Context: an optimization exercise on an open-source flow, tuned for small area. The choices shown serve that exercise and are no tape-out recipe.
Only simulation tests tie the RTL to the original design; equivalence was not proved.
The flow treats the clock pin as an ideal source. Dropping or thinning the clock tree relies on that and would not hold on a real chip.
No activity file was given, so power comes from the tool's default toggle rates.

## old
// Player_Block_T
module Player_Block_T (
    input  logic        clk,
    input  logic        resetN,
    input  logic [10:0] pixelX,
    input  logic [10:0] pixelY,
    input  logic        startOfFrame,
    input  logic        up_key,
    input  logic        down_key,
    input  logic        left_key,
    input  logic        right_key,
    input  logic        column_collision,
    input  logic [1:0]  speed_level,
    input  logic        mode_sel,
    input  logic        game_on,
    input  logic        player_hit,
    input  logic        turbo_pulse,
    output logic [10:0] player_topLeftX,
    output logic [10:0] player_topLeftY,
    output logic        playerDR,
    output logic [7:0]  playerRGB,
    output logic        player_invulnerable
);
For scale: roughly 60 flip-flops, roughly 68 I/O pins, roughly 7500 µm² of cells after synthesis.
==> flow/config.mk <==
export PLATFORM = sky130hd
export DESIGN_NAME = Player_Block_T
export DESIGN_NICKNAME = Player_Block_T
export VERILOG_FILES = /design/flow/design.v
export SDC_FILE = /design/flow/constraint.sdc
export NUM_CORES = 8
export LEC_CHECK = 0
export ABC_AREA = 1
export CAP_MARGIN = 20
export CORE_MARGIN = 2
export CORE_UTILIZATION = 40
export SLEW_MARGIN = 20
export SYNTH_MEMORY_MAX_BITS = 65536
==> flow/constraint.sdc <==
create_clock -name core_clock -period 10.0 [get_ports {clk}]
set_input_delay 2.0000 -clock core_clock [delete_from_list [all_inputs] [get_ports {clk}]]
set_output_delay 2.0000 -clock core_clock [all_outputs]
set_load 0.01 [all_outputs]
standard.sh (not shown) runs the stock make flow with config.mk's settings and CLKGATE_MAP_FILE= SYNTH_SCRIPT=/design/flow/synth_recipe.tcl, a recipe that flattens the netlist after the stock synthesis.
==> flow/flow/run.sh <==
#!/bin/bash
cp standard.sh standard_sh_copy.log
cp config.mk config_mk_copy.log
export BUFFER_PORTS_ARGS="-buffer_cell sky130_fd_sc_hd__buf_1"
export CTS_ARGS="-sink_clustering_enable -repair_clock_nets -buf_list sky130_fd_sc_hd__clkbuf_4 -dont_use_dummy_load"
bash standard.sh > standard.log 2>&1
old reached the final stage; the timing, design-rule and antenna checks on its layout passed.
> inputs changed (old -> new)
==> flow/run.sh (new file) <==
#!/bin/bash
# synth_recipe.tcl (not shown) runs the flow's synth.tcl, then flattens the netlist and writes it again
# the make line also repeats each setting of config.mk as NAME=value (left out here)
make -C /OpenROAD-flow-scripts/flow DESIGN_CONFIG=/design/flow/config.mk WORK_HOME=/design/flow/orfs CLKGATE_MAP_FILE= SYNTH_SCRIPT=/design/flow/synth_recipe.tcl finish
removed: flow/flow/run.sh
removed: flow/standard.sh
==> comparison <==
Diff new and old: count of plain and timing-repair buffers in the layout lower in new. Against old, new reports a clock network fraction of total power that is higher. In new, the initial antenna violation count came out 1 below the value in old. Reported for new and old, part of the Yosys area used for sequential elements turned out identical to the last digit.

========
Another version of the RTL of Player_Block_T (not shown whole).
Size in the first run: roughly 590 cells after synthesis, about 68 I/O pins.
export LEC_CHECK = 0
export ABC_AREA = 1
export CAP_MARGIN = 20
export CORE_MARGIN = 2
export CORE_UTILIZATION = 65
export PLACE_DENSITY = 0.75
export SLEW_MARGIN = 20
create_clock -name core_clock -period 10.0 [get_ports {clk}]
==> flow/flow/run.sh <==
#!/bin/bash
# Layout flow: the standard synthesis; then an area-oriented re-mapping of the
# combinational logic only (every register instance is kept as synthesis made it);
# then the standard layout steps, with single-strength port buffers and a
# lighter clock tree (flow/cts_hook.tcl). Each tool's output goes to a log_*.log file here.
set -euo pipefail
HERE=$(pwd)
R=$HERE/orfs/results/sky130hd/Player_Block_T/base

# 1. standard synthesis, unchanged
bash standard.sh synth > log_1_standard_synth.log 2>&1
cp "$R/1_2_yosys.v" "$HERE/standard_1_2_yosys.v"

# 2. re-map the combinational logic for area (registers are black boxes here);
#    16 runs with different optimisation seeds from the netlist as it is, and 16 from
#    it after one ABC dc2 pass, each also mapped with other amap settings; the
#    smallest netlist is kept
bash flow/remap.sh "$HERE/standard_1_2_yosys.v" "$HERE/remapped_a.v" "$HERE/remap_a" 16 "-J 1000" \
    > log_2_remap_a.log 2>&1
bash flow/remap.sh "$HERE/standard_1_2_yosys.v" "$HERE/remapped_b.v" "$HERE/remap_b" 16 "-J 1000" "dc2" \
    > log_2_remap_b.log 2>&1
area_a=$(sed -n 's/^keeping run .* (area \(.*\))$/\1/p' log_2_remap_a.log)
area_b=$(sed -n 's/^keeping run .* (area \(.*\))$/\1/p' log_2_remap_b.log)
if (( $(echo "$area_b < $area_a" | bc -l) )); then best=b; else best=a; fi
echo "a: $area_a b: $area_b, keeping $best" > log_2_remap.log
cp "$HERE/remapped_$best.v" "$HERE/remapped_1_2_yosys.v"
cp "$HERE/remapped_1_2_yosys.v" "$R/1_2_yosys.v"
touch "$R/1_2_yosys.v"

# 3. the rest of the standard layout
export BUFFER_PORTS_ARGS="-buffer_cell sky130_fd_sc_hd__buf_1"
export SKIP_REPAIR_TIE_FANOUT=1
export PRE_CTS_TCL="$HERE/flow/cts_hook.tcl"
export FLOW_CLK_K=4
export FLOW_CLK_MODE=bisect
export FLOW_CLK_SLEW_PS=105
bash standard.sh > log_3_standard_layout.log 2>&1
Other scripts of this flow, unchanged in this note and not shown: flow/flow/cts_hook.tcl, flow/flow/remap.abc, flow/flow/remap.sh, flow/flow/remap.ys, flow/flow/remap_map.abc
The first run finished clean.
==> next run, changes <==
--- a/flow/flow/run.sh
+++ b/flow/flow/run.sh
@@ -15,3 +15,4 @@
-#    16 runs with different optimisation seeds from the netlist as it is, and 16 from
-#    it after one ABC dc2 pass, each also mapped with other amap settings; the
-#    smallest netlist is kept
+#    16 runs with different optimisation seeds from the netlist as it is, 16 from it
+#    after one ABC dc2 pass, 16 after an ABC resyn2-style pass and 16 with &deepsyn's
+#    two-input-LUT option, each also mapped with other amap settings; the smallest
+#    netlist is kept
@@ -22,4 +23,12 @@
-area_a=$(sed -n 's/^keeping run .* (area \(.*\))$/\1/p' log_2_remap_a.log)
-area_b=$(sed -n 's/^keeping run .* (area \(.*\))$/\1/p' log_2_remap_b.log)
-if (( $(echo "$area_b < $area_a" | bc -l) )); then best=b; else best=a; fi
-echo "a: $area_a b: $area_b, keeping $best" > log_2_remap.log
+bash flow/remap.sh "$HERE/standard_1_2_yosys.v" "$HERE/remapped_c.v" "$HERE/remap_c" 16 "-J 1000" \
+    "balance; rewrite; refactor; balance; rewrite; rewrite -z; balance; refactor -z; rewrite -z; balance" \
+    > log_2_remap_c.log 2>&1
+bash flow/remap.sh "$HERE/standard_1_2_yosys.v" "$HERE/remapped_d.v" "$HERE/remap_d" 16 "-J 1000 -t" \
+    > log_2_remap_d.log 2>&1
+best=""; best_area=""
+for v in a b c d; do
+  a=$(sed -n 's/^keeping run .* (area \(.*\))$/\1/p' log_2_remap_$v.log)
+  echo "$v: $a" >> log_2_remap.log
+  if [[ -z "$best" ]] || (( $(echo "$a < $best_area" | bc -l) )); then best=$v; best_area=$a; fi
+done
+echo "keeping $best" >> log_2_remap.log
Worst setup slack is unchanged; via count does not change; design area stays the same; maximum frequency is unchanged; worst hold slack stays the same; synthesized area stays the same.
==> next run, changes <==
--- a/flow/flow/run.sh
+++ b/flow/flow/run.sh
@@ -16,3 +16,2 @@
-#    after one ABC dc2 pass, 16 after an ABC resyn2-style pass and 16 with &deepsyn's
-#    two-input-LUT option, each also mapped with other amap settings; the smallest
-#    netlist is kept
+#    after one ABC dc2 pass and 16 after an ABC resyn2-style pass, each also mapped
+#    with other amap settings; the smallest netlist is kept
@@ -26,2 +24,0 @@
-bash flow/remap.sh "$HERE/standard_1_2_yosys.v" "$HERE/remapped_d.v" "$HERE/remap_d" 16 "-J 1000 -t" \
-    > log_2_remap_d.log 2>&1
@@ -29 +26 @@
-for v in a b c d; do
+for v in a b c; do
=> The changed run finished clean. Hold slack is unchanged. Cell count stays the same. Final area is unchanged. Sequential cell count does not change. Total power stays the same. Via count is unchanged. Critical path depth does not change. Utilization stays the same.
In every run of this note, the design's own scripts or RTL, not TritonCTS, make the clock network.

========
Another version of the RTL of Player_Block_T (not shown whole).
Size in the first run: roughly 600 cells after synthesis, roughly 68 I/O pins, about 4000 um2 of cells after synthesis.
==> flow/config.mk <==
export PLATFORM = sky130hd
export DESIGN_NAME = Player_Block_T
export DESIGN_NICKNAME = Player_Block_T
export VERILOG_FILES = /design/flow/design.v
export SDC_FILE = /design/flow/constraint.sdc
export NUM_CORES = 8
export LEC_CHECK = 0
export ABC_AREA = 1
export CAP_MARGIN = 20
export CORE_MARGIN = 2
export CORE_UTILIZATION = 65
export PLACE_DENSITY = 0.75
export SLEW_MARGIN = 20
==> flow/constraint.sdc <==
create_clock -name core_clock -period 10.0 [get_ports {clk}]
set_input_delay 2.0000 -clock core_clock [delete_from_list [all_inputs] [get_ports {clk}]]
set_output_delay 2.0000 -clock core_clock [all_outputs]
set_load 0.01 [all_outputs]
==> flow/flow/run.sh <==
#!/bin/bash
# Layout flow: the standard synthesis; then an area-oriented re-mapping of the
# combinational logic only (every register instance is kept as synthesis made it);
# then the standard layout steps, with single-strength port buffers and a
# lighter clock tree (flow/cts_hook.tcl). Each tool's output goes to a log_*.log file here.
set -euo pipefail
HERE=$(pwd)
R=$HERE/orfs/results/sky130hd/Player_Block_T/base

# 1. standard synthesis, unchanged
bash standard.sh synth > log_1_standard_synth.log 2>&1
cp "$R/1_2_yosys.v" "$HERE/standard_1_2_yosys.v"

# 2. re-map the combinational logic for area (registers are black boxes here);
#    16 runs with different optimisation seeds from the netlist as it is, and 16 from
#    it after one ABC dc2 pass; the smallest netlist is kept
bash flow/remap.sh "$HERE/standard_1_2_yosys.v" "$HERE/remapped_a.v" "$HERE/remap_a" 16 "-J 1000" \
    > log_2_remap_a.log 2>&1
bash flow/remap.sh "$HERE/standard_1_2_yosys.v" "$HERE/remapped_b.v" "$HERE/remap_b" 16 "-J 1000" "dc2" \
    > log_2_remap_b.log 2>&1
area_a=$(sed -n 's/^keeping seed .* (area \(.*\))$/\1/p' log_2_remap_a.log)
area_b=$(sed -n 's/^keeping seed .* (area \(.*\))$/\1/p' log_2_remap_b.log)
if (( $(echo "$area_b < $area_a" | bc -l) )); then best=b; else best=a; fi
echo "a: $area_a b: $area_b, keeping $best" > log_2_remap.log
cp "$HERE/remapped_$best.v" "$HERE/remapped_1_2_yosys.v"
cp "$HERE/remapped_1_2_yosys.v" "$R/1_2_yosys.v"
touch "$R/1_2_yosys.v"

# 3. the rest of the standard layout
export BUFFER_PORTS_ARGS="-buffer_cell sky130_fd_sc_hd__buf_1"
export SKIP_REPAIR_TIE_FANOUT=1
export PRE_CTS_TCL="$HERE/flow/cts_hook.tcl"
export FLOW_CLK_K=4
export FLOW_CLK_MODE=bisect
export FLOW_CLK_SLEW_PS=105
bash standard.sh > log_3_standard_layout.log 2>&1
==> flow/flow/remap.abc <==
strash
@PRE@
&get -n
&deepsyn @T@ -S @SEED@
&put
dch -f
amap
topo
dnsize
==> flow/flow/remap.sh <==
#!/bin/bash
# remap.sh IN.v OUT.v WORKDIR NSEEDS "DEEPSYN-LIMIT-OPTIONS" ["ABC-PRE-COMMANDS"]
# Re-maps the combinational logic of IN.v for area NSEEDS times in parallel, each
# with its own seed for ABC's &deepsyn, and keeps the smallest result as OUT.v.
set -euo pipefail
IN=$1; OUT=$2; W=$3; NS=$4; T=$5; PRE=${6:-strash}
HERE=$(cd "$(dirname "$0")" && pwd)
LIB=$FLOW_HOME/platforms/sky130hd/lib/sky130_fd_sc_hd__tt_025C_1v80.lib
DU=$(grep -o 'cell *( *"\{0,1\}sky130_fd_sc_hd__\(lpflow\|probe\|fill\)[a-z0-9_]*' "$LIB" \
     | sed 's/.*sky130/sky130/' | sort -u | sed 's/^/-dont_use /' | tr '\n' ' ')
mkdir -p "$W"
for ((s = 0; s < NS; s++)); do
  sed -e "s|@SEED@|$s|g" -e "s|@T@|$T|g" -e "s|@PRE@|$PRE|" "$HERE/remap.abc" > "$W/remap_$s.abc"
  sed -e "s|@LIB@|$LIB|g" -e "s|@DU@|$DU|" -e "s|@IN@|$IN|" \
      -e "s|@OUT@|$W/remapped_$s.v|" -e "s|@ABC@|$W/remap_$s.abc|" \
      "$HERE/remap.ys" > "$W/remap_$s.ys"
  (yosys -s "$W/remap_$s.ys" > "$W/log_remap_yosys_$s.log" 2>&1 || true) &
done
wait
best=""; best_area=""
for ((s = 0; s < NS; s++)); do
  a=$(grep 'Chip area' "$W/log_remap_yosys_$s.log" | tail -1 | grep -o '[0-9.]*$' || true)
  if [[ -n "$a" ]] && grep -q "Found and reported 0 problems" "$W/log_remap_yosys_$s.log"; then
    echo "seed $s: area $a"
    if [[ -z "$best" ]] || (( $(echo "$a < $best_area" | bc -l) )); then best=$s; best_area=$a; fi
  else
    echo "seed $s: failed"
  fi
done
[[ -n "$best" ]] || { echo "no re-mapping succeeded"; exit 1; }
echo "keeping seed $best (area $best_area)"
cp "$W/remapped_$best.v" "$OUT"
Other scripts of this flow, unchanged in this note and not shown: flow/flow/cts_hook.tcl, flow/flow/remap.ys
The first run finished clean.
Change:
--- a/flow/flow/run.sh
+++ b/flow/flow/run.sh
@@ -14,13 +14,5 @@
 # 2. re-map the combinational logic for area (registers are black boxes here);
-#    16 runs with different optimisation seeds from the netlist as it is, and 16 from
-#    it after one ABC dc2 pass; the smallest netlist is kept
-bash flow/remap.sh "$HERE/standard_1_2_yosys.v" "$HERE/remapped_a.v" "$HERE/remap_a" 16 "-J 1000" \
-    > log_2_remap_a.log 2>&1
-bash flow/remap.sh "$HERE/standard_1_2_yosys.v" "$HERE/remapped_b.v" "$HERE/remap_b" 16 "-J 1000" "dc2" \
-    > log_2_remap_b.log 2>&1
-area_a=$(sed -n 's/^keeping seed .* (area \(.*\))$/\1/p' log_2_remap_a.log)
-area_b=$(sed -n 's/^keeping seed .* (area \(.*\))$/\1/p' log_2_remap_b.log)
-if (( $(echo "$area_b < $area_a" | bc -l) )); then best=b; else best=a; fi
-echo "a: $area_a b: $area_b, keeping $best" > log_2_remap.log
-cp "$HERE/remapped_$best.v" "$HERE/remapped_1_2_yosys.v"
+#    16 runs with different optimisation seeds, the smallest netlist is kept
+bash flow/remap.sh "$HERE/standard_1_2_yosys.v" "$HERE/remapped_1_2_yosys.v" "$HERE/remap" 16 "-J 1000" \
+    > log_2_remap.log 2>&1
 cp "$HERE/remapped_1_2_yosys.v" "$R/1_2_yosys.v"
==> flow/flow/remap.abc (replaced) <==
strash
&get -n
&deepsyn @T@ -S @SEED@
&put
dch -f
amap
topo
dnsize
--- a/flow/flow/remap.sh
+++ b/flow/flow/remap.sh
@@ -1,3 +1,3 @@
 #!/bin/bash
-# remap.sh IN.v OUT.v WORKDIR NSEEDS "DEEPSYN-LIMIT-OPTIONS" ["ABC-PRE-COMMANDS"]
+# remap.sh IN.v OUT.v WORKDIR NSEEDS "DEEPSYN-LIMIT-OPTIONS"
 # Re-maps the combinational logic of IN.v for area NSEEDS times in parallel, each
@@ -5,3 +5,3 @@
 set -euo pipefail
-IN=$1; OUT=$2; W=$3; NS=$4; T=$5; PRE=${6:-strash}
+IN=$1; OUT=$2; W=$3; NS=$4; T=$5
 HERE=$(cd "$(dirname "$0")" && pwd)
@@ -12,3 +12,3 @@
 for ((s = 0; s < NS; s++)); do
-  sed -e "s|@SEED@|$s|g" -e "s|@T@|$T|g" -e "s|@PRE@|$PRE|" "$HERE/remap.abc" > "$W/remap_$s.abc"
+  sed -e "s|@SEED@|$s|g" -e "s|@T@|$T|g" "$HERE/remap.abc" > "$W/remap_$s.abc"
   sed -e "s|@LIB@|$LIB|g" -e "s|@DU@|$DU|" -e "s|@IN@|$IN|" \
=>
- The new run passed the timing, design-rule and antenna checks
- maximum frequency went up by 12%
- total power fell by 5.7%
- combinational power is lower by 7.9%
- area after synthesis hardly moves
- first-iteration DRC count falls by 9.4%
- sequential share of layout area is about the same
- setup slack gains 690 ps
- final area stays flat
No run of this note takes its clock network from TritonCTS; it comes from the design's own scripts or RTL.

-- what the ideal ports hide --
How much do the figures lean on ideal ports? The routed layouts below were timed once more, with nothing changed but the port constraints. Step 1 (the two cells are an assumption about what drives the block):
set clk [get_ports {clk}]
set_driving_cell -lib_cell sky130_fd_sc_hd__clkbuf_16 $clk
set_driving_cell -lib_cell sky130_fd_sc_hd__buf_2 [delete_from_list [all_inputs] $clk]
Step 2 also shifts input and output timing later by t, the mid clock arrival at the registers, as if the neighbouring blocks saw the same clock. a / b / c = ideal ports / drivers / drivers and shift; a / b = the first two.
| run | t (ns) | setup WS [ns] | hold WS [ns] | worst register clock-pin slew, ns | pins driven straight from the clock port |
|---|---|---|---|---|---|
| old | 0.443 | 5.181 / 5.158 / 5.009 | 0.469 / 0.469 / 0.469 | 0.11 / 0.11 | 1 |
| new | 0.373 | 4.432 / 4.400 / 4.400 | 0.465 / 0.465 / 0.465 | 0.06 / 0.06 | 1 |
| the first run of note 2 | 0.202 | 4.246 / 4.224 / 4.224 | 0.487 / 0.487 / 0.487 | 0.10 / 0.10 | 4 |
| the second run of note 2 | 0.202 | 4.246 / 4.224 / 4.224 | 0.487 / 0.487 / 0.487 | 0.10 / 0.10 | 4 |
| the third run of note 2 | 0.202 | 4.246 / 4.224 / 4.224 | 0.487 / 0.487 / 0.487 | 0.10 / 0.10 | 4 |
| the first run of note 3 | 0.215 | 3.699 / 3.734 / 3.519 | 0.482 / 0.482 / 0.482 | 0.10 / 0.10 | 4 |
| the second run of note 3 | 0.207 | 4.391 / 4.426 / 4.219 | 0.487 / 0.487 / 0.487 | 0.10 / 0.10 | 4 |
After both steps setup and hold are still met in every run listed. The setup slack of the first run of note 3, which loses most, moves by +0.035 ns with the drivers and by -0.180 ns with both steps.
